Background: an optimization exercise with open tools, aiming at small area, a short achievable clock period and few clock cycles. Do not read the settings as production practice.
Where RTL was checked, it was by simulation tests only, not by an equivalence proof against the original.
For runs 5 and 6, only the layout was checked, not whether the RTL still works.
Power and IR drop assume default switching activity.

--- flow/design.v ---
module registers (
	input				axi_clk,
	input		[11:0]	h2f_axi_awid,
	input		[29:0]	h2f_axi_awaddr,
	input				h2f_axi_awvalid,
	output	reg			h2f_axi_awready,
	input		[31:0]	h2f_axi_wdata,
	input		[3:0]	h2f_axi_wstrb,
	input				h2f_axi_wlast,
	input				h2f_axi_wvalid,
	output	reg			h2f_axi_wready,
	output		[11:0]	h2f_axi_bid,
	output		[1:0]	h2f_axi_bresp,
	output	reg			h2f_axi_bvalid,
	input				h2f_axi_bready,
	input		[11:0]	h2f_axi_arid,
	input		[29:0]	h2f_axi_araddr,
	input		[3:0]	h2f_axi_arlen,
	input				h2f_axi_arvalid,
	output	reg			h2f_axi_arready,
	output		[11:0]	h2f_axi_rid,
	output	reg	[31:0]	h2f_axi_rdata,
	output		[1:0]	h2f_axi_rresp,
	output	reg			h2f_axi_rlast,
	output	reg			h2f_axi_rvalid,
	input				h2f_axi_rready,
	input		[31:0]	reg_fpga_rev,
	input				reg_sw1_4,
	input				reg_sw1_3,
	input				reg_sw1_2,
	input				reg_sw1_1,
	output	reg			reg_jp3_4,
	output	reg			reg_jp3_3,
	output	reg			reg_jp3_2,
	output	reg			reg_jp3_1,
	output	reg			reg_led_8,
	output	reg			reg_led_7,
	output	reg			reg_led_6,
	input				reg_led_5,
	output	reg	[20:1]	reg_jp5,
	output	reg	[6:1]	reg_jp4_rxn,
	output	reg	[6:1]	reg_jp4_rxp,
	output	reg	[6:1]	reg_jp4_txn,
	output	reg	[6:1]	reg_jp4_txp,
	input				axi_rst
);
	assign h2f_axi_bresp = 2'b00;
	assign h2f_axi_rresp = 2'b00;
	reg		[11:0]	oid;
	assign h2f_axi_bid = oid;
	assign h2f_axi_rid = oid;
	reg				dir;		 
	reg				wact;		 
	reg				wfirst;		 
	reg				wbuf;		 
	reg				wapply;		 
	reg				bpend;		 
	reg				eng;		 
	reg				eng_new;	 
	reg		[4:0]	addr;		 
	reg		[3:0]	aux;		 
	reg		[11:0]	xid;		 
	wire aw_hs = h2f_axi_awvalid & h2f_axi_awready;
	wire w_hs  = h2f_axi_wvalid  & h2f_axi_wready;
	wire ar_hs = h2f_axi_arvalid & h2f_axi_arready;
	wire [3:0] hstb = {h2f_axi_rdata[31], h2f_axi_rdata[30], h2f_axi_rdata[23], h2f_axi_rdata[22]};
	wire [31:0] wcap = {h2f_axi_wstrb[3], h2f_axi_wstrb[2], h2f_axi_wdata[29:24],
	                    h2f_axi_wstrb[1], h2f_axi_wstrb[0], h2f_axi_wdata[21:0]};
	wire wk     = w_hs & (wact | aw_hs);		 
	wire lone_w = w_hs & ~wact & ~aw_hs;		 
	wire hb     = wbuf & aw_hs;					 
	wire bgen   = (wk & h2f_axi_wlast) | (hb & aux[0]);
	wire [11:0] bgen_id = aw_hs ? h2f_axi_awid : xid;
	wire ob_free = ~h2f_axi_bvalid | h2f_axi_bready;
	wire wact_n   = (wact | aw_hs) & ~bgen;
	wire wfirst_n = aw_hs ? ~(w_hs | wbuf) : (wfirst & ~w_hs);
	wire wbuf_n   = (wbuf & ~aw_hs) | lone_w;
	wire wapply_n = wk | hb;
	wire bpend_n  = (bpend | bgen) & ~ob_free;
	wire bvalid_n = bgen | bpend | (h2f_axi_bvalid & ~h2f_axi_bready);
	wire out_free = ~h2f_axi_rvalid | h2f_axi_rready;
	wire rload    = (ar_hs | eng) & out_free;		 
	wire [3:0] rrem = eng ? aux : h2f_axi_arlen;
	wire [4:0] rsel = eng ? addr : h2f_axi_araddr[6:2];
	wire rfirst   = ar_hs | eng_new;
	wire eng_n    = rload ? (rrem != 4'd0) : (eng | ar_hs);
	wire eng_new_n = ~rload & (eng_new | ar_hs);
	wire rvalid_n = rload | (h2f_axi_rvalid & ~h2f_axi_rready);
	reg [31:0] word;
	always @(*) begin
		case (rsel)
			5'd0: word = reg_fpga_rev;
			5'd1: word = {12'b0, reg_sw1_4, reg_sw1_3, reg_sw1_2, reg_sw1_1, 4'b0,
			              reg_jp3_4, reg_jp3_3, reg_jp3_2, reg_jp3_1, 4'b0,
			              reg_led_8, reg_led_7, reg_led_6, reg_led_5};
			5'd2: word = {12'b0, reg_jp5};
			5'd3: word = {2'b0, reg_jp4_rxn, 2'b0, reg_jp4_rxp, 2'b0, reg_jp4_txn, 2'b0, reg_jp4_txp};
			default: word = 32'b0;
		endcase
	end
	wire wbusy_n = wact_n | wbuf_n | bpend_n | bvalid_n | wapply_n;
	wire rbusy_n = rvalid_n | eng_n;
	wire wbusy   = wact | wbuf | bpend | h2f_axi_bvalid | wapply;
	wire rbusy   = h2f_axi_rvalid | eng;
	wire dir_n   = wbusy_n ? 1'b0 :
	               rbusy_n ? 1'b1 :
	               wbusy   ? 1'b1 :
	               rbusy   ? 1'b0 :
	               dir     ? ~(h2f_axi_awvalid | h2f_axi_wvalid) :
	                         h2f_axi_arvalid;
	wire widle_n = ~wact_n & ~bpend_n & ~rbusy_n & ~dir_n;
	always @(posedge axi_clk) begin
		if (axi_rst) begin
			dir             <= 1'b0;
			wact            <= 1'b0;
			wfirst          <= 1'b0;
			wbuf            <= 1'b0;
			wapply          <= 1'b0;
			bpend           <= 1'b0;
			eng             <= 1'b0;
			eng_new         <= 1'b0;
			h2f_axi_bvalid  <= 1'b0;
			h2f_axi_rvalid  <= 1'b0;
			h2f_axi_awready <= 1'b0;
			h2f_axi_wready  <= 1'b0;
			h2f_axi_arready <= 1'b0;
		end else begin
			dir             <= dir_n;
			wact            <= wact_n;
			wfirst          <= wfirst_n;
			wbuf            <= wbuf_n;
			wapply          <= wapply_n;
			bpend           <= bpend_n;
			eng             <= eng_n;
			eng_new         <= eng_new_n;
			h2f_axi_bvalid  <= bvalid_n;
			h2f_axi_rvalid  <= rvalid_n;
			h2f_axi_awready <= widle_n;
			h2f_axi_wready  <= wact_n | (widle_n & ~wbuf_n);
			h2f_axi_arready <= ~eng_n & ~wbusy_n & dir_n;
		end
	end
	always @(posedge axi_clk) begin
		if (aw_hs)
			addr <= h2f_axi_awaddr[6:2];
		else if (w_hs & ~wfirst & wact)
			addr <= addr + 5'd1;
		else if (rload)
			addr <= rsel + 5'd1;
		else if (ar_hs)
			addr <= h2f_axi_araddr[6:2];
		if (lone_w)
			aux[0] <= h2f_axi_wlast;
		else if (dir)
			aux <= rload ? rrem - 4'd1 : rrem;
		if (aw_hs | (ar_hs & ~out_free) | (bgen & ~ob_free))
			xid <= aw_hs ? h2f_axi_awid : (ar_hs ? h2f_axi_arid : bgen_id);
		if (bgen & ob_free)
			oid <= bgen_id;
		else if (bpend & ob_free)
			oid <= xid;
		else if (rload & rfirst)
			oid <= ar_hs ? h2f_axi_arid : xid;
		if (rload) begin
			h2f_axi_rdata <= word;
			h2f_axi_rlast <= (rrem == 4'd0);
		end else if (w_hs)
			h2f_axi_rdata <= wcap;
	end
	wire wr1 = wapply & (addr == 5'd1);
	wire wr2 = wapply & (addr == 5'd2);
	wire wr3 = wapply & (addr == 5'd3);
	wire [31:0] wdat = h2f_axi_rdata;
	always @(posedge axi_clk) begin
		if (axi_rst) begin
			{reg_jp3_4, reg_jp3_3, reg_jp3_2, reg_jp3_1} <= 4'b0000;
			{reg_led_8, reg_led_7, reg_led_6} <= 3'b111;
			reg_jp5     <= {20{1'b1}};
			reg_jp4_rxn <= {6{1'b1}};
			reg_jp4_rxp <= {6{1'b1}};
			reg_jp4_txn <= {6{1'b1}};
			reg_jp4_txp <= {6{1'b1}};
		end else begin
			if (wr1 & hstb[1]) {reg_jp3_4, reg_jp3_3, reg_jp3_2, reg_jp3_1} <= wdat[11:8];
			if (wr1 & hstb[0]) {reg_led_8, reg_led_7, reg_led_6} <= wdat[3:1];
			if (wr2 & hstb[2]) reg_jp5[20:17] <= wdat[19:16];
			if (wr2 & hstb[1]) reg_jp5[16:9]  <= wdat[15:8];
			if (wr2 & hstb[0]) reg_jp5[8:1]   <= wdat[7:0];
			if (wr3 & hstb[3]) reg_jp4_rxn <= wdat[29:24];
			if (wr3 & hstb[2]) reg_jp4_rxp <= wdat[21:16];
			if (wr3 & hstb[1]) reg_jp4_txn <= wdat[13:8];
			if (wr3 & hstb[0]) reg_jp4_txp <= wdat[5:0];
		end
	end
endmodule
--- flow/flow/run.sh ---
#!/bin/bash
set -euo pipefail
bash standard.sh 'BUFFER_PORTS_ARGS=-buffer_cell sky130_fd_sc_hd__buf_1' finish > make.log 2>&1
--- flow/standard.sh ---
#!/bin/bash
# synth_recipe.tcl (not shown) runs the flow's synth.tcl, then flattens the netlist and writes it again
# the make line also repeats each setting of config.mk as NAME=value (left out here)
make -C /OpenROAD-flow-scripts/flow DESIGN_CONFIG=/design/flow/config.mk WORK_HOME=/design/flow/orfs CLKGATE_MAP_FILE= SYNTH_SCRIPT=/design/flow/synth_recipe.tcl "${@:-finish}"
--- flow/config.mk ---
export PLATFORM = sky130hd
export DESIGN_NAME = registers
export DESIGN_NICKNAME = registers
export VERILOG_FILES = /design/flow/design.v
export SDC_FILE = /design/flow/constraint.sdc
export NUM_CORES = 4
export LEC_CHECK = 0
export CAP_MARGIN = 20
export CORE_AREA = 10 10 150 150
export DIE_AREA = 0 0 160 160
export PLACE_DENSITY = 0.5
export SLEW_MARGIN = 20
--- flow/constraint.sdc ---
create_clock -name core_clock -period 4.0 [get_ports {axi_clk}]
set_input_delay 0.8000 -clock core_clock [delete_from_list [all_inputs] [get_ports {axi_clk}]]
set_output_delay 0.8000 -clock core_clock [all_outputs]
set_load 0.01 [all_outputs]
==> results.env, run 1 <==
TIMING.MAX_CAP.VIOLATIONS=0
WORSTHOLDENDPOINT='reg_jp5[1]'
CLOCK-SINKS=130
YOSYS.CELL_COUNT.TOP_TYPE='nand2_1'
DETAIL_ROUTE.DRC_VIOLATIONS=0
DIE-AREA_UM2=25600
MAX_FREQ_MHz=388
CLOCKROOTBUFFER='clkbuf_16'
YOSYS_REGISTER_BITS=130
FLOORPLAN.DIE.WIDTH_UM=160
PLACE.PORT_BUFFERS=227
POST_CTS_RESIZED=0
WORST_REG2REG_PATH_STARTPOINT='addr[0]'
SYNTH_TOP_AREA_CELL='edfxtp_1'
IOS=286
ROWS=51
DRT-VIAS-PER-INSTANCE=5.13
YOSYS_WARNINGS=1
REQUIRED_TIME_OF_THE_CRITICAL_PATH_NS=4.26
DR_TOTAL_VIAS=5770
PWR_DENS_nW_PER_UM2=601
GRT_START_MAX_NET_PINS=52
HP-START='reg_jp5[1]'
DIE_HEIGHT_UM=160
POST-SYNTH-TOP-AREA-FRACTION=0.305
ARRIVAL_NS=2.84
DIODES=0
TIMING.HOLD.WORST_PATH_DEPTH=2
SYN2LAYOUT_AREA_GROWTH_PCT=23.9
PLACE.DETAILED.HPWL_UM=15900
FP.COREAREA_UM2=19400
POST-CTS-SETUP-BUFFER-COUNT=0
CTS-BUFFERS-INSERTED=17
TRITONCTS='built'
PLACE_WS_NS=0.961
WORST-SETUP-PATH-TYPE='in -> reg'
FIRST_GLOBAL_VIAS=5927
GRT_USE_TOTAL=0.166
YS_ASYNC_SR_FRACTION=0
FIRST_PASS_ITERS=5
KIND_OF_END_POINT_OF_THE_CRITICAL_PATH='flip-flop'
NETLIST_INSTANCES=642
HOLD_PATH.CLASS='reg -> reg'
DR.FIRST_ITER.DRC_COUNT=306
REG2REG_SLACK_NS=1.49
FINALMAXSLEWVIOLATIONS=0
WORST_SLEW_PIN_SLEW_NS=0.792
CLK_LATENCY_NS=0.43
CRITICAL_PATH.MAX_FANOUT=16
YS_SEQ_AREA_FRAC=0.502
TNS_NS=0
GLOBAL_ROUTE.OVERFLOW_TOTAL=0
VDD.IR_DROP.WORST_mV=0.317
ROUTABILITYCONGESTION=0.777
R2R_CELLS=6
CRITICAL_PATH.REG2REG.ENDPOINT='h2f_axi_rdata[9]'
NUMBER_OF_H_TREE_BRANCHING_LEVELS=4
CLKSLEWWORSTSETUPHOLDPATHS_NS=0.06
ANT_NETS=0
LAYOUT_WORST_PATH_CYCLE_SHARE=0.644
SYNTH.CELL_AREA_UM2=6500
LEAKAGE_nW=3.03
RSZ0062_AT_GRT='false'
STARTING_DENSITY_OF_THE_CORE=0.335
SETUP-VIOLATIONS-FINAL=0
GRT_ANTENNA_BEFORE_REPAIR=0
REPORT.FINAL.HOLD_VIOL_COUNT=0
NUMBER_OF_ENABLE_TYPE_REGISTER_CELLS_IN_THE_SYNTHESIZED_NETLIST=66
SYNTH_TOP_CELLS_BY_AREA='edfxtp_1 (30%), dfxtp_1 (20%), nand2_1 (5.8%)'
DOMINANTREGCELLSYNTH='edfxtp_1'
FINALCRITICALPERIOD_NS=2.58
SYNTH.CELLS.MOST_FREQUENT='nand2_1 (101), edfxtp_1 (66), dfxtp_1 (64), nor2_1 (36), o21ai_0 (32)'
SYN_AVG_CELL_AREA_UM2=10.1
FIN_SKEW_NS=0.0114
FINALWORSTSETUPSLACK_NS=1.42
GRT_PASS1_WL_UM=34100
SLEW-LIMIT-HEADROOM=0.471
WIRELENGTH_UM=21800
OUTCOME='complete, no violations'
DRIVE_ABOVE_1_SHARE=0.0757
HOLDBUFCOUNTCTS=0
FINAL_NETS=1023
WORSTSETUPSTARTPOINTTYPE='input pin'
ROUTED_WIRE_LENGTH_PER_INSTANCE_UM=19.4
SYNTH_CELL_TYPES=62
CTS_BUFFER_DEPTH=2
-- cell type report --
cell class	instances	area (um^2)
Clock buffer	22	507
Clock inverter	10	70.1
Fill cell	2004	11300
Inverter	9	33.8
Multi-Input combinational cell	446	2890
Sequential cell	130	3260
Tap cell	265	332
Timing Repair Buffer	242	966
-- per-layer routing --
metal | share of wire | routed length (um) | global-route usage | up-vias
met5 | 0 | 0 | 0 | -
met4 | 0.013 | 274 | 0.0492 | 0
met3 | 0.082 | 1780 | 0.0558 | 20
met2 | 0.46 | 9930 | 0.259 | 245
met1 | 0.45 | 9790 | 0.212 | 2723
li1 | - | - | - | 2782
-- logic make-up after synthesis --
kind of cell | after synthesis | synth area share
adder cells (fa/ha/maj) | 8 | 0.0154
multiplexers | 12 | 0.0187
flip-flops | 130 | 0.502
AO/OA/AOI/OAI | 177 | 0.208
XOR/XNOR | 8 | 0.0108
other | 1 | 0.000576
buffers and inverters | 69 | 0.0594
AND/OR/NAND/NOR | 237 | 0.186
-- how the worst max path moves through the flow --
stage,from,end,depth (start not counted)
2_1_floorplan,h2f_axi_arvalid,h2f_axi_rdata[0],5
3_3_place_gp,h2f_axi_araddr[2],h2f_axi_rdata[9],8
3_5_place_dp,h2f_axi_araddr[2],h2f_axi_rdata[29],8
4_1_cts,h2f_axi_araddr[2],h2f_axi_rdata[2],8
5_1_grt,h2f_axi_araddr[2],h2f_axi_rdata[2],8
6_report,h2f_axi_araddr[2],h2f_axi_rdata[9],8
-- critical path, stage by stage --
cell and delay, ns:
buf_1 0.11, nor2b_1 0.15, a21oi_1 0.26, ha_1 0.73, buf_4 0.38, a22o_1 0.16, a221oi_1 0.04, o21ai_0 0.20
-- through the flow --
step / instances / utilization / area [um^2] / hold WS (ns) / total power [mW]
after global placement: 1092 / 0.386 / 7480 / 0.478 / 3.37
after floorplan: 645 / - / 6520 / 0.477 / 2.88
after CTS: 1124 / 0.415 / 8060 / 0.494 / 4.90
after global routing: 1124 / 0.415 / 8060 / 0.516 / 5.12
final: 1124 / 0.415 / 8060 / 0.493 / 4.84
after detailed placement: 1092 / 0.386 / 7480 / 0.473 / 3.38
-- layout by cell type (no fill, tap or decap), types with 17 or more instances in the layout --
cell type,instances
o21ai_0,32
dfxtp_1,64
edfxtp_1,66
and3_1,31
clkbuf_16,19
a211o_1,31
nor2_1,36
a22o_1,17
nand2_1,100
buf_1,226
-- report_power, final --
part,switching [mW],internal [mW],total [mW]
Combinational,0.855,0.487,1.34
Sequential,0.224,1.76,1.98
Clock,0.614,0.901,1.52
Total,1.69,3.15,4.84
-- state kept, by name (all words and copies together) (netlist names), 4 cells and up --
signal and flops:
reg_jp4_txp 6, reg_jp4_txn 6, addr 5, reg_jp4_rxn 6, xid 12, oid 12, h2f_axi_rdata 32, reg_jp5 20
aux 4, reg_jp4_rxp 6
Testbench counts, summed over its fixed seeds: cycles 12,061.
==> run 2: changes to the inputs <==
--- a/flow/config.mk
+++ b/flow/config.mk
@@ -10,3 +10,4 @@
 export DIE_AREA = 0 0 160 160
 export PLACE_DENSITY = 0.5
+export SETUP_SLACK_MARGIN = 2.0
 export SLEW_MARGIN = 20
==> results.env, run 2 <==
OUTCOME='complete, no violations'
DRT-VIAS-PER-INSTANCE=5.22
YS_SEQ_AREA_FRAC=0.502
POWER_FRAC_CLOCK=0.287
TOTAL_POWER_mW=5.07
YOSYS_REGISTER_BITS=130
NETLIST_INSTANCES=642
P_COMB_FRAC=0.324
GRT_ANTENNA_BEFORE_REPAIR=0
SYN2LAYOUT_AREA_GROWTH_PCT=33.7
YOSYS_WARNINGS=1
CLKSLEWWORSTSETUPHOLDPATHS_NS=0.06
TRITONCTS='built'
FINAL_NETS=1048
REQUIRED_TIME_OF_THE_CRITICAL_PATH_NS=4.15
HOLDBUFCOUNTCTS=0
NUMBER_OF_H_TREE_BRANCHING_LEVELS=4
PLACE.PORT_BUFFERS=227
SYNTH.CELLS.MOST_FREQUENT='nand2_1 (101), edfxtp_1 (66), dfxtp_1 (64), nor2_1 (36), o21ai_0 (32)'
FLOORPLAN.DIE.WIDTH_UM=160
FINALCRITICALPERIOD_NS=2.13
REGISTERS.TOP_BY_FF_COUNT='h2f_axi_rdata'
SYNTH.CELL_AREA_UM2=6500
INTERNAL-POWER_mW=3.23
ANT_NETS=0
ARRIVAL_NS=2.28
ROUTED_WIRE_LENGTH_PER_INSTANCE_UM=20.4
TIMING.MAX_CAP.VIOLATIONS=0
SYN_AVG_CELL_AREA_UM2=10.1
P_SEQ_FRAC=0.388
POWER.SWITCHING_FRACTION=0.362
GRT_USE_TOTAL=0.176
SYNTH_TOP_CELLS_BY_AREA='edfxtp_1 (30%), dfxtp_1 (20%), nand2_1 (5.8%)'
LEAKAGE_nW=3.27
REG2REG_SLACK_NS=1.95
SYNTH_CELL_TYPES=62
CLOCK-SINKS=130
FINAL-INSTANCE-COUNT-EXCL-FILL=1149
DIE-AREA_UM2=25600
SLEW-LIMIT-HEADROOM=0.585
MAX_FREQ_MHz=469
WIRELENGTH_UM=23400
DR.FIRST_ITER.DRC_COUNT=419
DR_TOTAL_VIAS=5994
CTS-BUFFERS-INSERTED=17
YS_ASYNC_SR_FRACTION=0
FP.COREAREA_UM2=19400
NUMBER_OF_ENABLE_TYPE_REGISTER_CELLS_IN_THE_SYNTHESIZED_NETLIST=66
DIE_HEIGHT_UM=160
VDD.IR_DROP.WORST_mV=0.305
YOSYS.CELL_COUNT.TOP_TYPE='nand2_1'
CLK_LATENCY_NS=0.42
PWR_DENS_nW_PER_UM2=582
GRT_PASS1_WL_UM=35800
WORSTSETUPSTARTPOINTTYPE='input pin'
REPORT.FINAL.HOLD_VIOL_COUNT=0
CRITICAL_PATH.MAX_FANOUT=6
GLOBAL_ROUTE.OVERFLOW_TOTAL=0
WORST_SLEW_PIN_SLEW_NS=0.623
PLACE.DETAILED.HPWL_UM=15900
STARTING_DENSITY_OF_THE_CORE=0.335
LAYOUT_WORST_PATH_CYCLE_SHARE=0.533
HOLD_PATH.CLASS='reg -> reg'
TNS_NS=0
LARGEST_REGISTER_FF_COUNT=32
ROUTABILITYCONGESTION=0.877
REG.LARGEST.LIST='h2f_axi_rdata x32, reg_jp5 x20'
FIRST_GLOBAL_VIAS=6282
POST-PLACE-CELLS=1084
GRT_START_MAX_NET_PINS=49
ROWS=51
DETAIL_ROUTE.DRC_VIOLATIONS=0
FINAL_CORE_UTIL=0.448
CTS_BUFFER_DEPTH=2
MOST_COMMON_CELL_AFTER_LAYOUT_FILL_AND_TAPS_ASIDE='buf_1'
TOTAL_SWITCHING_POWER_mW=1.83
FIN_SKEW_NS=0.0130
FIRST_PASS_ITERS=5
SETUP-VIOLATIONS-FINAL=0
DOMINANTREGCELLSYNTH='edfxtp_1'
IOS=286
POST-SYNTH-TOP-AREA-FRACTION=0.305
FINALMAXSLEWVIOLATIONS=0
DIODES=0
CLOCKROOTBUFFER='clkbuf_16'
LAYOUT.CELLS.MOST_COMMON_LIST='buf_1 (222), nand2_1 (100), edfxtp_1 (66)'
KIND_OF_END_POINT_OF_THE_CRITICAL_PATH='flip-flop'
WORST-SETUP-PATH-TYPE='in -> reg'
RSZ0062_AT_GRT='true'
SYNTH_TOP_AREA_CELL='edfxtp_1'
FILLCELLCOUNT=1896
DRIVE_ABOVE_1_SHARE=0.165
run 2: cell counts after synthesis:
No cell type changed its count.
run 2: final timing paths:
path / from / endpoint / cells after the start
setup reg to reg: addr[0] / h2f_axi_rdata[12] / 8
hold / removal: reg_jp5[5] / reg_jp5[5] / 2
setup / recovery: h2f_axi_araddr[2] / h2f_axi_rdata[12] / 10
hold reg to reg: reg_jp5[5] / reg_jp5[5] / 2
run 2: kinds of logic (layout without fill, tap and decap cells):
logic type,Yosys count,in the layout,share of synthesized area
xor+xnor,8,8,0.0108
buf+inv,69,307,0.0594
compound gates,177,178,0.208
simple gates,237,237,0.186
other cells,1,4,0.000576
fa+ha+maj,8,8,0.0154
mux,12,12,0.0187
flops,130,130,0.502
run 2: layout make-up:
| type | instances | area (um^2) | area share |
|---|---|---|---|
| Clock buffer | 18 | 450 | 0.0518 |
| Clock inverter | 14 | 103 | 0.0118 |
| Inverter | 9 | 33.8 | 0.00388 |
| Multi-Input combinational cell | 447 | 3200 | 0.368 |
| Sequential cell | 130 | 3270 | 0.376 |
| Tap cell | 265 | 332 | 0.0381 |
| Timing Repair Buffer | 266 | 1310 | 0.151 |
run 2: repair_timing:
item / CTS / global route
setup buffers: 27 / 2
gates cloned: 4 / 0
gates resized for setup: 43 / 21
pin swaps: 8 / 7
endpoints found under the setup margin: 106 / 80
run 2: through the flow:
step	hold slack, ns	cell area [um^2]	setup WS, ns
global placement	0.474	7570	1.10
CTS	0.502	8610	1.89
global route	0.520	8700	1.85
finish	0.506	8700	1.87
floorplan	0.485	6710	1.68
detailed placement	0.486	7570	1.05
run 2: critical path, stage by stage:
cell and delay, ns:
buf_8 0.10, nor2b_4 0.13, a21oi_4 0.15, inv_2 0.09, ha_4 0.18, o41ai_4 0.37
buf_6 0.17, buf_6 0.10, buf_12 0.13, o21ai_4 0.06
run 2: power by group through the flow:
stage	combinational, mW	sequential, mW	clock (mW)
6_report	1.64	1.97	1.46
5_1_grt	1.80	2.00	1.55
4_1_cts	1.63	1.96	1.49
3_5_place_dp	1.36	2.03	0
3_3_place_gp	1.35	2.03	0
2_1_floorplan	0.961	2.00	0
run 2: layer usage:
metal  up-vias  track usage  wire (um)
li1       2849            -          -
met1      2895        0.217      10100
met2       227        0.287      11300
met3        23       0.0586       1660
met4         0       0.0513        342
met5         -            0          0
==> run 3: changes to the inputs <==
--- a/flow/config.mk
+++ b/flow/config.mk
@@ -7,7 +7,7 @@
 export LEC_CHECK = 0
 export CAP_MARGIN = 20
-export CORE_AREA = 10 10 150 150
-export DIE_AREA = 0 0 160 160
-export PLACE_DENSITY = 0.5
+export CORE_AREA = 8 8 122 122
+export DIE_AREA = 0 0 130 130
+export PLACE_DENSITY = 0.6
 export SETUP_SLACK_MARGIN = 2.0
 export SLEW_MARGIN = 20
==> results.env, run 3 <==
REG.LARGEST.LIST='h2f_axi_rdata x32, reg_jp5 x20'
WORSTSETUPSTARTPOINTTYPE='input pin'
GLOBAL_ROUTE.OVERFLOW_TOTAL=0
POST-SYNTH-TOP-AREA-FRACTION=0.305
FINALMAXSLEWVIOLATIONS=0
CRITICAL-PATH-TOP-DELAY-FAMILY='buffers and inverters'
FIN_SKEW_NS=0.00586
YOSYS.CELL_COUNT.TOP_TYPE='nand2_1'
SYNTH_TOP_CELLS_BY_AREA='edfxtp_1 (30%), dfxtp_1 (20%), nand2_1 (5.8%)'
CLKSLEWWORSTSETUPHOLDPATHS_NS=0.06
FINAL_NETS=1053
CLOCK-SINKS=130
YS_ASYNC_SR_FRACTION=0
GLOBAL_ROUTE.PEAK_USAGE_LAYER='met2'
REG2REG_SLACK_NS=1.91
WIRELENGTH_UM=21900
PLACE.PORT_BUFFERS=227
MAX_FREQ_MHz=470
PLACE.DETAILED.HPWL_UM=14500
USE_MET1=0.323
CTS-BUFFERS-INSERTED=17
FIN_WORST_HOLD_SLACK_NS=0.490
ROUTED_WIRE_LENGTH_PER_INSTANCE_UM=20.6
YOSYS_REGISTER_BITS=130
LAYOUT.AREA.SEQ_UM2=3270
DETAIL_ROUTE.DRC_VIOLATIONS=0
SYNTH_CELL_TYPES=62
PLACED_AREA_UM2=7440
FIRST_PASS_ITERS=5
CLK_LATENCY_NS=0.42
ARRIVAL_NS=2.29
TIMING.MAX_CAP.VIOLATIONS=0
SYNTH_TOP_AREA_CELL='edfxtp_1'
CTS_BUFFER_DEPTH=2
MULTI_INPUT_AREA_UM2=3270
NUMBER_OF_ENABLE_TYPE_REGISTER_CELLS_IN_THE_SYNTHESIZED_NETLIST=66
OUTCOME='complete, no violations'
DRIVE_ABOVE_1_SHARE=0.183
REPORT.FINAL.HOLD_VIOL_COUNT=0
R2R_CELLS=10
TIMING.CRITICAL_PATH.CELLS='buf_8 > nor2b_4 > a21oi_4 > inv_2 > ha_4 > o41ai_4 > buf_4 > buf_6 > buf_16 > o21ai_2'
CRITICAL_PATH.MAX_FANOUT=7
IOS=286
SYN2LAYOUT_AREA_GROWTH_PCT=35.2
LARGEST_REGISTER_FF_COUNT=32
STARTING_DENSITY_OF_THE_CORE=0.513
NETLIST_INSTANCES=642
SLEW-LIMIT-HEADROOM=0.514
FINALCRITICALPERIOD_NS=2.13
WORSTHOLDENDPOINT='reg_jp4_rxp[6]'
ANT_NETS=0
GRTUSAGEMET3=0.0645
GRT_USE_TOTAL=0.256
FP.COREAREA_UM2=12700
DIE_HEIGHT_UM=130
MOST_COMMON_CELL_AFTER_LAYOUT_FILL_AND_TAPS_ASIDE='buf_1'
RSZ0062_AT_GRT='true'
TRITONCTS='built'
SYN_AVG_CELL_AREA_UM2=10.1
DR_TOTAL_VIAS=6209
CLOCKROOTBUFFER='clkbuf_16'
REQUIRED_TIME_OF_THE_CRITICAL_PATH_NS=4.16
VDD.IR_DROP.WORST_mV=0.321
LEAKAGE_nW=3.37
GRT_START_MAX_NET_PINS=34
DRT-VIAS-PER-INSTANCE=5.85
CRITPATHMAXSTAGEDELAY_NS=0.33
DOMINANTREGCELLSYNTH='edfxtp_1'
WORST_REG2REG_PATH_STARTPOINT='eng'
FLOORPLAN.DIE.WIDTH_UM=130
SYNTH.CELL_AREA_UM2=6500
ROUTABILITYCONGESTION=0.862
REGISTERS.TOP_BY_FF_COUNT='h2f_axi_rdata'
PATH_BUF_INV=5
WORST-SETUP-PATH-TYPE='in -> reg'
GRT_PASS1_WL_UM=33200
GRT_ANTENNA_BEFORE_REPAIR=1
YOSYS_WARNINGS=1
FINALINSTANCEAREA_UM2=8790
PWR_DENS_nW_PER_UM2=604
DIE-AREA_UM2=16900
KIND_OF_END_POINT_OF_THE_CRITICAL_PATH='flip-flop'
HOLD_PATH.CLASS='reg -> reg'
TOTAL_POWER_mW=5.31
SETUP-VIOLATIONS-FINAL=0
HP-START='reg_jp4_rxp[6]'
SYNTH.CELLS.MOST_FREQUENT='nand2_1 (101), edfxtp_1 (66), dfxtp_1 (64), nor2_1 (36), o21ai_0 (32)'
YS_SEQ_AREA_FRAC=0.502
GRT_USE_MET2=0.417
DR.FIRST_ITER.DRC_COUNT=614
FILLCELLCOUNT=1039
CRITICAL_PATH.REG2REG.ENDPOINT='h2f_axi_rdata[21]'
LAYOUT.CELLS.MOST_COMMON_LIST='buf_1 (223), nand2_1 (100), edfxtp_1 (66)'
WORST_SLEW_PIN_SLEW_NS=0.730
FIRST_GLOBAL_VIAS=6291
NUMBER_OF_H_TREE_BRANCHING_LEVELS=4
TIMING.CRITICAL_PATH.SLOWEST_STAGE_CELL='o41ai_4'
TNS_NS=0
DIODES=0
TIMING.HOLD.WORST_PATH_DEPTH=1
ROWS=41
LAYOUT_WORST_PATH_CYCLE_SHARE=0.532
run 3: cell families after synthesis:
kind of cell | count (synthesis) | synth area share
other | 1 | 0.000576
xor gates and xnor gates | 8 | 0.0108
buffers and inverters | 69 | 0.0594
muxes | 12 | 0.0187
adders and majority gates | 8 | 0.0154
DFF | 130 | 0.502
AOI/OAI and AO/OA | 177 | 0.208
and+or+nand+nor | 237 | 0.186
run 3: area by class of cell:
class / instances / share of cell area
clock buffers: 25 / 0.0647
clock inverters: 7 / 0.00711
inverters: 9 / 0.00384
multi-input cells: 446 / 0.372
flip-flops and latches: 130 / 0.372
well taps: 172 / 0.0245
repair buffers: 272 / 0.157
run 3: metrics by stage:
stage	utilization	setup slack [ns]	std cells
floorplan	-	1.68	645
global placement	0.587	1.08	991
detailed placement	0.587	1.03	991
CTS	0.680	1.84	1055
global route	0.694	1.82	1061
finish	0.694	1.87	1061
run 3: metal layers:
metal  part of all wire  up-vias
met5            0.00064        -
met4              0.018        2
met3              0.099       29
met2               0.47      351
met1               0.41     2971
li1                   -     2856
run 3: where the power goes:
| part | internal [mW] | switching [mW] |
|---|---|---|
| combinational | 0.693 | 1.03 |
| clock | 1.04 | 0.573 |
| sequential | 1.76 | 0.215 |
| total | 3.50 | 1.81 |
run 3: repair_timing:
action | in CTS | in global routing
hold endpoints to repair | 0 | 0
resized for setup | 50 | 30
buffers inserted | 29 | 6
hold buffers | 0 | 0
endpoints found under the setup margin | 92 | 49
pin swaps | 18 | 10
gates cloned | 3 | 0
run 3: worst reg2reg max path, cell delays in order, from the launching register on:
cell	delay, ns
dfxtp_4	0.41
buf_12	0.13
nor2b_4	0.04
a21oi_4	0.17
inv_2	0.09
ha_4	0.18
o41ai_4	0.33
buf_4	0.20
buf_6	0.11
buf_16	0.13
o21ai_2	0.06
run 3: worst max path at each step:
stage	start	to	depth (start not counted)
detailed placement	h2f_axi_araddr[2]	h2f_axi_rdata[0]	7
finish	h2f_axi_araddr[2]	h2f_axi_rdata[21]	10
CTS	h2f_axi_araddr[2]	h2f_axi_rdata[6]	10
floorplan	h2f_axi_araddr[2]	h2f_axi_rdata[12]	7
global placement	h2f_axi_araddr[2]	h2f_axi_rdata[0]	7
global route	h2f_axi_araddr[2]	h2f_axi_rdata[6]	10
==> run 4: changes to the inputs <==
==> flow/run.sh (new file) <==
#!/bin/bash
# synth_recipe.tcl (not shown) runs the flow's synth.tcl, then flattens the netlist and writes it again
# the make line also repeats each setting of config.mk as NAME=value (left out here)
make -C /OpenROAD-flow-scripts/flow DESIGN_CONFIG=/design/flow/config.mk WORK_HOME=/design/flow/orfs CLKGATE_MAP_FILE= SYNTH_SCRIPT=/design/flow/synth_recipe.tcl finish
--- a/flow/config.mk
+++ b/flow/config.mk
@@ -7,7 +7,6 @@
 export LEC_CHECK = 0
 export CAP_MARGIN = 20
-export CORE_AREA = 8 8 122 122
-export DIE_AREA = 0 0 130 130
-export PLACE_DENSITY = 0.6
-export SETUP_SLACK_MARGIN = 2.0
+export CORE_AREA = 10 10 150 150
+export DIE_AREA = 0 0 160 160
+export PLACE_DENSITY = 0.5
 export SLEW_MARGIN = 20
removed: flow/flow/run.sh
removed: flow/standard.sh
==> results.env, run 4 <==
STARTING_DENSITY_OF_THE_CORE=0.335
SYNTH_XOR_AREA_FRAC=0.0108
CLOCK-SINKS=130
CRITICAL_PATH.MAX_FANOUT=17
SETUP-VIOLATIONS-FINAL=0
SYNTH_MUX_AREA_FRAC=0.0187
CLK_LATENCY_NS=0.42
WORST-SETUP-PATH-TYPE='in -> reg'
TNS_NS=0
NUMBER_OF_H_TREE_BRANCHING_LEVELS=4
NUMBER_OF_ENABLE_TYPE_REGISTER_CELLS_IN_THE_SYNTHESIZED_NETLIST=66
CTS-BUFFERS-INSERTED=17
CRITICAL_PATH.REG2REG.ENDPOINT='h2f_axi_rdata[29]'
POST-SYNTH-TOP-AREA-FRACTION=0.305
FINAL_NETS=1023
YOSYS.CELL_COUNT.TOP_TYPE='nand2_1'
PATH_BUF_INV=3
CLKSLEWWORSTSETUPHOLDPATHS_NS=0.06
ARRIVAL_NS=3.03
WORSTSETUPSTARTPOINTTYPE='input pin'
SYNTH.CELLS.MOST_FREQUENT='nand2_1 (101), edfxtp_1 (66), dfxtp_1 (64), nor2_1 (36), o21ai_0 (32)'
HP-START='reg_jp5[1]'
LEAKAGE_nW=3.69
CRITICAL-PATH-TOP-DELAY-FAMILY='buffers and inverters'
TIMING.MAX_CAP.VIOLATIONS=0
WORSTHOLDENDPOINT='reg_jp5[1]'
DETAIL_ROUTE.DRC_VIOLATIONS=0
PLACE.DETAILED.HPWL_UM=17100
REQUIRED_TIME_OF_THE_CRITICAL_PATH_NS=4.13
LAYOUT_WORST_PATH_CYCLE_SHARE=0.724
SYNTH_COMPOUND_GATE_AREA_SHARE=0.208
LAYOUT.AREA.SEQ_UM2=3260
SYNTH_TOP_CELLS_BY_AREA='edfxtp_1 (30%), dfxtp_1 (20%), nand2_1 (5.8%)'
TRITONCTS='built'
WORST_SLEW_PIN_SLEW_NS=0.818
HOLD_PATH.CLASS='reg -> reg'
FLOORPLAN.DIE.WIDTH_UM=160
CRITPATHMAXSTAGEDELAY_NS=0.48
ROWS=51
DR.FIRST_ITER.DRC_COUNT=330
SYNTH.CELL_AREA_UM2=6500
CLOCKROOTBUFFER='clkbuf_16'
TIMING.HOLD.WORST_PATH_DEPTH=2
PWR_DENS_nW_PER_UM2=546
NETLIST_INSTANCES=642
LARGEST_FAMILY_OF_LOGIC_CELLS_BY_SYNTHESIZED_AREA='compound AO/OA/AOI/OAI gates'
GRT_START_MAX_NET_PINS=52
MULTI_INPUT_AREA_UM2=2890
REG.LARGEST.LIST='h2f_axi_rdata x32, reg_jp5 x20'
FIRST_PASS_ITERS=5
YS_ASYNC_SR_FRACTION=0
DIE-AREA_UM2=25600
MOST_COMMON_CELL_AFTER_LAYOUT_FILL_AND_TAPS_ASIDE='clkdlybuf4s50_1'
WORST_REG2REG_PATH_STARTPOINT='addr[0]'
DR_TOTAL_VIAS=5792
POST-CTS-SETUP-BUFFER-COUNT=0
POST_SYNTH_AND_OR_NAND_NOR_AREA_FRACTION=0.186
REGISTERS.TOP_BY_FF_COUNT='h2f_axi_rdata'
SYN_AVG_CELL_AREA_UM2=10.1
YS_SEQ_AREA_FRAC=0.502
YOSYS_REGISTER_BITS=130
R2R_CELLS=6
ROUTED_WIRE_LENGTH_PER_INSTANCE_UM=20.6
PLACE.PORT_BUFFERS=227
SYNTHADDERAREAFRAC=0.0154
KIND_OF_END_POINT_OF_THE_CRITICAL_PATH='flip-flop'
SYNTH_CELL_TYPES=62
FILLCELLCOUNT=1826
DOMINANTREGCELLSYNTH='edfxtp_1'
FINAL-INSTANCE-COUNT-EXCL-FILL=1124
SLEW-LIMIT-HEADROOM=0.454
DIODES=0
POST_CTS_RESIZED=0
YOSYS_WARNINGS=1
VDD.IR_DROP.WORST_mV=0.270
GLOBAL_ROUTE.OVERFLOW_TOTAL=0
WIRELENGTH_UM=23200
GRT_PASS1_WL_UM=35300
GRT_USE_TOTAL=0.174
FIN_SKEW_NS=0.0103
HOLDBUFCOUNTCTS=0
LARGEST_REGISTER_FF_COUNT=32
REG2REG_SLACK_NS=1.55
OUTCOME='complete, no violations'
FP.COREAREA_UM2=19400
TIMING.CRITICAL_PATH.SLOWEST_STAGE_CELL='ha_1'
GRT_ANTENNA_BEFORE_REPAIR=2
MAX_FREQ_MHz=346
SYN2LAYOUT_AREA_GROWTH_PCT=46.3
FIRST_GLOBAL_VIAS=6141
REPORT.FINAL.HOLD_VIOL_COUNT=0
ROUTABILITYCONGESTION=0.791
IOS=286
POST-PLACE-CELLS=1092
LAYOUT.CELLS.MOST_COMMON_LIST='clkdlybuf4s50_1 (226), nand2_1 (100), edfxtp_1 (66)'
DRT-VIAS-PER-INSTANCE=5.15
CTS_BUFFER_DEPTH=2
FINALMAXSLEWVIOLATIONS=0
RSZ0062_AT_GRT='false'
DRIVE_ABOVE_1_SHARE=0.0757
DIE_HEIGHT_UM=160
FINALCRITICALPERIOD_NS=2.89
ANT_NETS=0
SYNTH_TOP_AREA_CELL='edfxtp_1'
TIMING.CRITICAL_PATH.CELLS='clkdlybuf4s50_1 > nor2b_1 > a21oi_1 > inv_1 > ha_1 > o41ai_4 > buf_4 > o21ai_0'
## run 4: cell counts after synthesis
No cell type changed its count.
## run 4: worst register-to-register path, stage by stage, from the launching register on
cell      delay (ns)
edfxtp_1        0.49
a21oi_1         0.30
inv_1           0.10
ha_1            0.48
o41ai_4         0.34
buf_4           0.30
o21ai_0         0.17
## run 4: how the worst max path moves through the flow
stage	endpoint	startpoint	slack, ns	depth (start not counted)
floorplan	h2f_axi_rdata[0]	h2f_axi_arvalid	1.40	5
finish	h2f_axi_rdata[29]	h2f_axi_araddr[2]	1.11	8
global placement	h2f_axi_rdata[29]	h2f_axi_araddr[2]	0.73	8
CTS	h2f_axi_rdata[29]	h2f_axi_araddr[2]	1.09	8
detailed placement	h2f_axi_rdata[29]	h2f_axi_araddr[2]	0.66	8
global route	h2f_axi_rdata[29]	h2f_axi_araddr[2]	0.94	8
## run 4: cell type report
| cell class | instances | area share |
|---|---|---|
| flip-flops and latches | 130 | 0.343 |
| multi-input cells | 446 | 0.304 |
| inverters | 9 | 0.00355 |
| repair buffers | 242 | 0.251 |
| clock buffers | 21 | 0.0508 |
| clock inverters | 11 | 0.0129 |
| well taps | 265 | 0.0349 |
## run 4: cells by family after synthesis
family | after synthesis
other | 1
AO/OA/AOI/OAI | 177
buffers and inverters | 69
AND/OR/NAND/NOR | 237
flip-flops | 130
XOR/XNOR | 8
adder cells (fa/ha/maj) | 8
multiplexers | 12
## run 4: per-stage QoR
stage	utilization	power, mW	worst slack, ns	hold WS (ns)	instance area [um^2]
3_5_place_dp	0.459	3.66	0.660	0.486	8910
3_3_place_gp	0.459	3.64	0.726	0.476	8910
6_report	0.490	5.20	1.11	0.500	9510
2_1_floorplan	-	2.88	1.40	0.477	6520
5_1_grt	0.490	5.48	0.943	0.515	9510
4_1_cts	0.490	5.25	1.09	0.494	9510
## run 4: metal layers
layer | vias up | share of wire | GRT usage
met5 | - | 0.00056 | 0
met4 | 2 | 0.0055 | 0.0401
met3 | 15 | 0.084 | 0.0707
met2 | 220 | 0.47 | 0.280
met1 | 2781 | 0.44 | 0.212
li1 | 2774 | - | -
## run 4: report_power, final
part	internal (mW)	total, mW	switching, mW
combinational	0.759	1.62	0.865
sequential	1.76	1.99	0.231
clock	0.993	1.58	0.591
==> run 5: changes to the inputs <==
--- a/flow/design.v
+++ b/flow/design.v
@@ -61,4 +61,5 @@
 	reg		[3:0]	aux;		 
 	reg		[11:0]	xid;		 
+	reg		[3:0]	esel;		 
 	wire aw_hs = h2f_axi_awvalid & h2f_axi_awready;
 	wire w_hs  = h2f_axi_wvalid  & h2f_axi_wready;
@@ -83,20 +84,19 @@
 	wire [3:0] rrem = eng ? aux : h2f_axi_arlen;
 	wire [4:0] rsel = eng ? addr : h2f_axi_araddr[6:2];
+	wire [4:0] ra = h2f_axi_araddr[6:2];
+	wire [3:0] adec = {ra == 5'd3, ra == 5'd2, ra == 5'd1, ra == 5'd0};
+	wire [3:0] sel = eng ? esel : adec;
+	wire [4:0] rnext = rsel + 5'd1;
 	wire rfirst   = ar_hs | eng_new;
 	wire eng_n    = rload ? (rrem != 4'd0) : (eng | ar_hs);
 	wire eng_new_n = ~rload & (eng_new | ar_hs);
 	wire rvalid_n = rload | (h2f_axi_rvalid & ~h2f_axi_rready);
-	reg [31:0] word;
-	always @(*) begin
-		case (rsel)
-			5'd0: word = reg_fpga_rev;
-			5'd1: word = {12'b0, reg_sw1_4, reg_sw1_3, reg_sw1_2, reg_sw1_1, 4'b0,
-			              reg_jp3_4, reg_jp3_3, reg_jp3_2, reg_jp3_1, 4'b0,
-			              reg_led_8, reg_led_7, reg_led_6, reg_led_5};
-			5'd2: word = {12'b0, reg_jp5};
-			5'd3: word = {2'b0, reg_jp4_rxn, 2'b0, reg_jp4_rxp, 2'b0, reg_jp4_txn, 2'b0, reg_jp4_txp};
-			default: word = 32'b0;
-		endcase
-	end
+	wire [31:0] w1 = {12'b0, reg_sw1_4, reg_sw1_3, reg_sw1_2, reg_sw1_1, 4'b0,
+	                  reg_jp3_4, reg_jp3_3, reg_jp3_2, reg_jp3_1, 4'b0,
+	                  reg_led_8, reg_led_7, reg_led_6, reg_led_5};
+	wire [31:0] w2 = {12'b0, reg_jp5};
+	wire [31:0] w3 = {2'b0, reg_jp4_rxn, 2'b0, reg_jp4_rxp, 2'b0, reg_jp4_txn, 2'b0, reg_jp4_txp};
+	wire [31:0] word = ({32{sel[0]}} & reg_fpga_rev) | ({32{sel[1]}} & w1) |
+	                   ({32{sel[2]}} & w2) | ({32{sel[3]}} & w3);
 	wire wbusy_n = wact_n | wbuf_n | bpend_n | bvalid_n | wapply_n;
 	wire rbusy_n = rvalid_n | eng_n;
@@ -147,7 +147,11 @@
 			addr <= addr + 5'd1;
 		else if (rload)
-			addr <= rsel + 5'd1;
+			addr <= rnext;
 		else if (ar_hs)
 			addr <= h2f_axi_araddr[6:2];
+		if (rload)
+			esel <= {rnext == 5'd3, rnext == 5'd2, rnext == 5'd1, rnext == 5'd0};
+		else if (ar_hs)
+			esel <= adec;
 		if (lone_w)
 			aux[0] <= h2f_axi_wlast;
==> flow/flow/run.sh (new file) <==
#!/bin/bash
set -euo pipefail
bash standard.sh 'BUFFER_PORTS_ARGS=-buffer_cell sky130_fd_sc_hd__buf_1' finish > make.log 2>&1
==> flow/standard.sh (new file) <==
#!/bin/bash
# synth_recipe.tcl (not shown) runs the flow's synth.tcl, then flattens the netlist and writes it again
# the make line also repeats each setting of config.mk as NAME=value (left out here)
make -C /OpenROAD-flow-scripts/flow DESIGN_CONFIG=/design/flow/config.mk WORK_HOME=/design/flow/orfs CLKGATE_MAP_FILE= SYNTH_SCRIPT=/design/flow/synth_recipe.tcl "${@:-finish}"
--- a/flow/config.mk
+++ b/flow/config.mk
@@ -8,5 +8,8 @@
 export CAP_MARGIN = 20
 export CORE_AREA = 10 10 150 150
+export CTS_BUF_LIST = sky130_fd_sc_hd__clkbuf_8
+export CTS_CLUSTER_SIZE = 40
 export DIE_AREA = 0 0 160 160
 export PLACE_DENSITY = 0.5
+export SETUP_SLACK_MARGIN = 2.0
 export SLEW_MARGIN = 20
removed: flow/run.sh
==> results.env, run 5 <==
OUTCOME='complete, no violations'
CLOCK-SINKS=134
FINALWORSTSETUPSLACK_NS=1.99
PLACE.PORT_BUFFERS=227
DIODES=0
SETUP-VIOLATIONS-FINAL=0
HOLDBUFCOUNTCTS=0
NETLIST_INSTANCES=774
FIRST_PASS_ITERS=5
REG2REG_SLACK_NS=2.08
RSZ0062_AT_GRT='true'
SYNTH.CELLS.MOST_FREQUENT='nand2_1 (133), edfxtp_1 (70), nor2_1 (69), dfxtp_1 (64), nand3b_1 (42)'
VDD.IR_DROP.WORST_mV=0.210
MULTI_INPUT_AREA_UM2=3590
FIRST_GLOBAL_VIAS=6782
KIND_OF_END_POINT_OF_THE_CRITICAL_PATH='flip-flop'
MOST_COMMON_CELL_AFTER_LAYOUT_FILL_AND_TAPS_ASIDE='buf_1'
WORST-SETUP-PATH-TYPE='in -> reg'
HOLD_PATH.CLASS='reg -> reg'
YOSYS_REGISTER_BITS=134
ROUTED_WIRE_LENGTH_PER_INSTANCE_UM=19.6
NUMBER_OF_H_TREE_BRANCHING_LEVELS=4
FINAL_NETS=1167
REG.LARGEST.LIST='h2f_axi_rdata x32, reg_jp5 x20'
NUMBER_OF_ENABLE_TYPE_REGISTER_CELLS_IN_THE_SYNTHESIZED_NETLIST=70
YOSYS_WARNINGS=1
ROUTABILITYCONGESTION=0.786
FINALCRITICALPERIOD_NS=2.01
DOMINANTREGCELLSYNTH='edfxtp_1'
DETAIL_ROUTE.DRC_VIOLATIONS=0
FILLCELLCOUNT=1954
SYNTH_TOP_AREA_CELL='edfxtp_1'
CLOCKROOTBUFFER='clkbuf_8'
FINALMAXSLEWVIOLATIONS=0
YOSYS.CELL_COUNT.TOP_TYPE='nand2_1'
ARRIVAL_NS=2.33
TNS_NS=0
POST-PLACE-CELLS=1214
LARGEST_REGISTER_FF_COUNT=32
CTS_BUFFER_DEPTH=2
DRIVE_ABOVE_1_SHARE=0.143
GRT_START_MAX_NET_PINS=34
POST-SYNTH-TOP-AREA-FRACTION=0.296
GRT_PASS1_WL_UM=38700
TIMING.MAX_CAP.VIOLATIONS=0
LAYOUT.AREA.SEQ_UM2=3390
STARTING_DENSITY_OF_THE_CORE=0.367
FP.COREAREA_UM2=19400
TRITONCTS='built'
PLACE_WS_NS=1.03
IOS=286
CRITICAL_PATH.MAX_FANOUT=10
SYNTH_TOP_CELLS_BY_AREA='edfxtp_1 (30%), dfxtp_1 (18%), nand2_1 (7.0%)'
CLKSLEWWORSTSETUPHOLDPATHS_NS=0.08
PLACE.DETAILED.HPWL_UM=17600
REGISTERS.TOP_BY_FF_COUNT='h2f_axi_rdata'
WIRELENGTH_UM=24900
ROWS=51
CTS-BUFFERS-INSERTED=17
LAYOUT.CELLS.MOST_COMMON_LIST='buf_1 (219), nand2_1 (129), edfxtp_1 (70)'
GRT_ANTENNA_BEFORE_REPAIR=0
FINAL-INSTANCE-COUNT-EXCL-FILL=1267
FLOORPLAN.DIE.WIDTH_UM=160
DRT-VIAS-PER-INSTANCE=5.26
FINAL_CORE_UTIL=0.467
DR_TOTAL_VIAS=6660
YS_SEQ_AREA_FRAC=0.476
WORSTSETUPSTARTPOINTTYPE='input pin'
PWR_DENS_nW_PER_UM2=541
FIN_SKEW_NS=0.0146
DIE_HEIGHT_UM=160
SLEW-LIMIT-HEADROOM=0.562
TIMING.HOLD.WORST_PATH_DEPTH=2
SYNTH.CELL_AREA_UM2=7110
LAYOUT_WORST_PATH_CYCLE_SHARE=0.504
YS_ASYNC_SR_FRACTION=0
REPORT.FINAL.HOLD_VIOL_COUNT=0
SYN2LAYOUT_AREA_GROWTH_PCT=27.5
R2R_CELLS=7
REQUIRED_TIME_OF_THE_CRITICAL_PATH_NS=4.31
SYN_AVG_CELL_AREA_UM2=9.19
SYNTH_CELL_TYPES=57
MAX_FREQ_MHz=496
LEAKAGE_nW=3.44
GRT_USE_TOTAL=0.188
DIE-AREA_UM2=25600
CLK_LATENCY_NS=0.46
WORST_SLEW_PIN_SLEW_NS=0.657
GLOBAL_ROUTE.OVERFLOW_TOTAL=0
DR.FIRST_ITER.DRC_COUNT=321
ANT_NETS=0
## run 5: cell count changes in the layout (fill, tap and decap cells not counted), sizes merged, moves of 14 or more
cell and change:
a211o -21, a21oi +14, and3 -23, buf +246
clkdlybuf4s50 -226, inv +21, nand2 +28, nand3 +14
nand3b +26, nor2 +33
## run 5: final timing paths
| check | to | startpoint |
|---|---|---|
| worst max register to register | h2f_axi_arready | eng |
| worst min-delay path | reg_jp4_rxn[6] | h2f_axi_rdata[29] |
| worst max-delay path | h2f_axi_rdata[13] | h2f_axi_araddr[5] |
| worst min register to register | reg_jp4_rxn[6] | h2f_axi_rdata[29] |
## run 5: routing by layer
layer  GRT usage  up-vias  wire, um
met5           0        -         0
met4      0.0492        0       282
met3      0.0609       19      1860
met2       0.295      215     11600
met1       0.244     3187     11100
li1            -     3239         -
## run 5: kinds of logic after synthesis
group	count (synthesis)	synth area share
simple gates	326	0.221
compound gates	171	0.176
flops	134	0.476
buf+inv	102	0.0669
mux	23	0.0345
fa+ha+maj	9	0.0158
xor+xnor	8	0.00985
other cells	1	0.000527
## run 5: power breakdown
part | switching (mW) | internal (mW) | total [mW]
Clock | 0.605 | 0.505 | 1.11
Sequential | 0.259 | 1.84 | 2.10
Combinational | 1.03 | 0.659 | 1.69
Total | 1.90 | 3.01 | 4.90
## run 5: cell type report
class                      count  share of cell area
clock buffer                  17              0.0258
clock inverter                15              0.0161
inverter                      29              0.0124
multi-input combinational    542               0.396
sequential                   134               0.374
tap                          265              0.0366
timing repair buffer         265               0.139
## run 5: worst max-delay path, stage by stage
cell and delay (ns):
buf_12 0.10, or4_4 0.57, o31ai_4 0.27, buf_4 0.18
buf_12 0.14, a22oi_1 0.09, a21oi_1 0.18
## run 5: metrics by stage
| step | hold slack (ns) | area (um^2) | total power [mW] |
|---|---|---|---|
| after floorplan | 0.480 | 7440 | 3.15 |
| after global placement | 0.466 | 8320 | 3.67 |
| after detailed placement | 0.471 | 8320 | 3.68 |
| after CTS | 0.491 | 8860 | 4.88 |
| after global routing | 0.509 | 9060 | 5.23 |
| final | 0.489 | 9060 | 4.90 |
## run 5: repair_timing
action | CTS | global route
resized for setup | 28 | 24
buffers inserted | 5 | 14
setup endpoints to repair | 122 | 37
pin swaps | 4 | 17
endpoints found under the hold margin | 0 | 0
gates cloned | 1 | 1
==> run 6: changes to the inputs <==
--- a/flow/config.mk
+++ b/flow/config.mk
@@ -8,6 +8,4 @@
 export CAP_MARGIN = 20
 export CORE_AREA = 10 10 150 150
-export CTS_BUF_LIST = sky130_fd_sc_hd__clkbuf_8
-export CTS_CLUSTER_SIZE = 40
 export DIE_AREA = 0 0 160 160
 export PLACE_DENSITY = 0.5
==> results.env, run 6 <==
FINAL_NETS=1172
FINALMAXSLEWVIOLATIONS=0
MAX_FREQ_MHz=493
RSZ0062_AT_GRT='true'
FP.COREAREA_UM2=19400
TIMING.MAX_CAP.VIOLATIONS=0
TNS_NS=0
CLOCK-SINKS=134
HP-START='h2f_axi_rdata[29]'
SYNTH_TOP_CELLS_BY_AREA='edfxtp_1 (30%), dfxtp_1 (18%), nand2_1 (7.0%)'
DRIVE_ABOVE_1_SHARE=0.146
CTS_BUFFER_DEPTH=2
FINAL-INSTANCE-COUNT-EXCL-FILL=1272
FLOORPLAN.DIE.WIDTH_UM=160
SETUP-VIOLATIONS-FINAL=0
GRT_PASS1_WL_UM=39000
REGISTERS.TOP_BY_FF_COUNT='h2f_axi_rdata'
REPORT.FINAL.HOLD_VIOL_COUNT=0
MULTI_INPUT_AREA_UM2=3610
PLACE.DETAILED.HPWL_UM=17600
GRT_START_MAX_NET_PINS=34
REG2REG_SLACK_NS=2.05
PLACE_WS_NS=1.03
GRT_USE_TOTAL=0.189
NETLIST_INSTANCES=774
SYNTH_TOP_AREA_CELL='edfxtp_1'
ANT_NETS=0
DR_TOTAL_VIAS=6696
SYNTH.CELLS.MOST_FREQUENT='nand2_1 (133), edfxtp_1 (70), nor2_1 (69), dfxtp_1 (64), nand3b_1 (42)'
DR.FIRST_ITER.DRC_COUNT=321
MOST_COMMON_CELL_AFTER_LAYOUT_FILL_AND_TAPS_ASIDE='buf_1'
DIE_HEIGHT_UM=160
WORST-SETUP-PATH-TYPE='in -> reg'
DIODES=0
GRT_ANTENNA_BEFORE_REPAIR=0
GLOBAL_ROUTE.OVERFLOW_TOTAL=0
LAYOUT.CELLS.MOST_COMMON_LIST='buf_1 (219), nand2_1 (129), edfxtp_1 (70)'
FIN_WORST_HOLD_SLACK_NS=0.483
CRIT_PATH_START='h2f_axi_araddr[2]'
FIRST_PASS_ITERS=5
TIMING.CRITICAL_PATH.CELLS='buf_12 > or4_4 > o31ai_4 > buf_6 > buf_4 > a22oi_2 > a31oi_1'
VDD.IR_DROP.WORST_mV=0.290
WORST_SLEW_PIN_SLEW_NS=0.683
ARRIVAL_NS=2.29
CLKSLEWWORSTSETUPHOLDPATHS_NS=0.06
LARGEST_REGISTER_FF_COUNT=32
WORSTSETUPSTARTPOINTTYPE='input pin'
CTS-BUFFERS-INSERTED=17
PLACE.PORT_BUFFERS=227
WORST_REG2REG_PATH_STARTPOINT='eng'
ROWS=51
POST-SYNTH-TOP-AREA-FRACTION=0.296
DETAIL_ROUTE.DRC_VIOLATIONS=0
HOLD_PATH.CLASS='reg -> reg'
KIND_OF_END_POINT_OF_THE_CRITICAL_PATH='flip-flop'
TOTAL_POWER_mW=5.38
CRITICAL_PATH.MAX_FANOUT=8
CRITICAL_PATH.REG2REG.ENDPOINT='h2f_axi_arready'
YS_ASYNC_SR_FRACTION=0
REG.LARGEST.LIST='h2f_axi_rdata x32, reg_jp5 x20'
YOSYS_REGISTER_BITS=134
DIE-AREA_UM2=25600
LAYOUT.AREA.SEQ_UM2=3390
YOSYS.CELL_COUNT.TOP_TYPE='nand2_1'
NUMBER_OF_H_TREE_BRANCHING_LEVELS=4
CRITPATHMAXSTAGEDELAY_NS=0.58
NUMBER_OF_ENABLE_TYPE_REGISTER_CELLS_IN_THE_SYNTHESIZED_NETLIST=70
SLEW-LIMIT-HEADROOM=0.545
TRITONCTS='built'
DOMINANTREGCELLSYNTH='edfxtp_1'
ROUTED_WIRE_LENGTH_PER_INSTANCE_UM=19.8
R2R_CELLS=7
POST-PLACE-CELLS=1214
TIMING.CRITICAL_PATH.SLOWEST_STAGE_CELL='or4_4'
LEAKAGE_nW=3.58
DRT-VIAS-PER-INSTANCE=5.26
SYN_AVG_CELL_AREA_UM2=9.19
FIRST_GLOBAL_VIAS=6825
SYN2LAYOUT_AREA_GROWTH_PCT=31.5
PWR_DENS_nW_PER_UM2=576
ROUTABILITYCONGESTION=0.786
CLK_LATENCY_NS=0.42
SYNTH_CELL_TYPES=57
CLOCKROOTBUFFER='clkbuf_16'
WIRELENGTH_UM=25200
YOSYS_WARNINGS=1
WORSTHOLDENDPOINT='reg_jp4_rxn[6]'
STARTING_DENSITY_OF_THE_CORE=0.367
OUTCOME='complete, no violations'
FINALWORSTSETUPSLACK_NS=1.97
IOS=286
FIN_SKEW_NS=0.00939
TIMING.HOLD.WORST_PATH_DEPTH=2
REQUIRED_TIME_OF_THE_CRITICAL_PATH_NS=4.26
FILLCELLCOUNT=1906
SYNTH.CELL_AREA_UM2=7110
FINALCRITICALPERIOD_NS=2.03
HOLDBUFCOUNTCTS=0
YS_SEQ_AREA_FRAC=0.476
LAYOUT_WORST_PATH_CYCLE_SHARE=0.507
-- run 6: report_power, final --
part / total [mW] / internal (mW) / switching (mW)
sequential: 2.10 / 1.84 / 0.262
combinational: 1.75 / 0.700 / 1.05
clock: 1.53 / 0.870 / 0.660
-- run 6: what timing repair did --
action                                  4_1_cts  5_1_grt
setup buffers                                 7       16
gates resized for setup                      37       14
endpoints found under the setup margin      128       31
pin swaps                                     7       11
gates cloned                                  1        2
-- run 6: layout make-up --
cell class | instances | share of cell area
clock buffers | 17 | 0.0455
clock inverters | 15 | 0.0157
inverters | 29 | 0.0120
multi-input cells | 542 | 0.386
flip-flops and latches | 134 | 0.362
well taps | 265 | 0.0355
repair buffers | 270 | 0.143
-- run 6: cell families after synthesis --
kind of cell	Yosys count	synth area share
muxes	23	0.0345
xor gates and xnor gates	8	0.00985
and+or+nand+nor	326	0.221
AOI/OAI and AO/OA	171	0.176
buffers and inverters	102	0.0669
adders and majority gates	9	0.0158
other	1	0.000527
DFF	134	0.476
-- run 6: worst max path at each step --
stage               slack (ns)                end
finish                    1.97   h2f_axi_rdata[3]
global route              1.93    h2f_axi_arready
CTS                       2.00            addr[3]
detailed placement        1.03  h2f_axi_rdata[19]
global placement          1.03  h2f_axi_rdata[27]
floorplan                 1.73            addr[2]
-- run 6: critical path: cells and delay by family --
| family | cells | cell delay, ns |
|---|---|---|
| simple gates | 1 | 0.58 |
| buf+inv | 3 | 0.46 |
| compound gates | 3 | 0.45 |
-- run 6: metrics by stage --
step,util,area (um^2)
final,0.482,9350
after global routing,0.482,9350
after CTS,0.469,9100
after detailed placement,0.429,8320
after global placement,0.429,8320
after floorplan,-,7440
-- run 6: routing by layer --
layer  vias up  track usage  part of all wire
met5         -            0                 0
met3        16       0.0648             0.070
li1       3251            -                 -
met4         0       0.0426             0.011
met1      3211        0.246              0.45
met2       218        0.298              0.47

[what the ideal ports hide]
The results above use ideal ports. As a check the final layouts listed here were re-extracted and re-timed, cells and wires unchanged. Step 1: set_driving_cell puts a clkbuf_16 on axi_clk and a buf_2 on each other input, an assumption about the parent block. Step 2 also shifts input and output timing later by t, the mid clock arrival at the registers, as if the neighbouring blocks saw the same clock. a / b / c = no drivers / after step 1 / after step 2; a / b = the first two.
run	t, ns	setup WS [ns]	worst hold slack (ns)	clock arrival spread, ns	cell pins on the clock port's net
run 1	0.466	1.423 / 1.426 / 0.960	0.493 / 0.493 / 0.493	0.014 / 0.014	1
run 2	0.463	1.870 / 1.877 / 1.415	0.506 / 0.506 / 0.506	0.013 / 0.013	1
run 3	0.460	1.872 / 1.873 / 1.414	0.490 / 0.490 / 0.490	0.007 / 0.007	1
run 4	0.457	1.106 / 1.102 / 0.645	0.500 / 0.500 / 0.500	0.012 / 0.012	1
run 5	0.502	1.985 / 1.968 / 1.466	0.489 / 0.489 / 0.489	0.015 / 0.015	1
run 6	0.464	1.971 / 1.953 / 1.490	0.483 / 0.483 / 0.483	0.009 / 0.009	1
After both steps setup and hold are still met in every run listed. For run 5, which loses most, drivers alone change the setup slack by -0.017 ns; drivers and shift together by -0.519 ns.
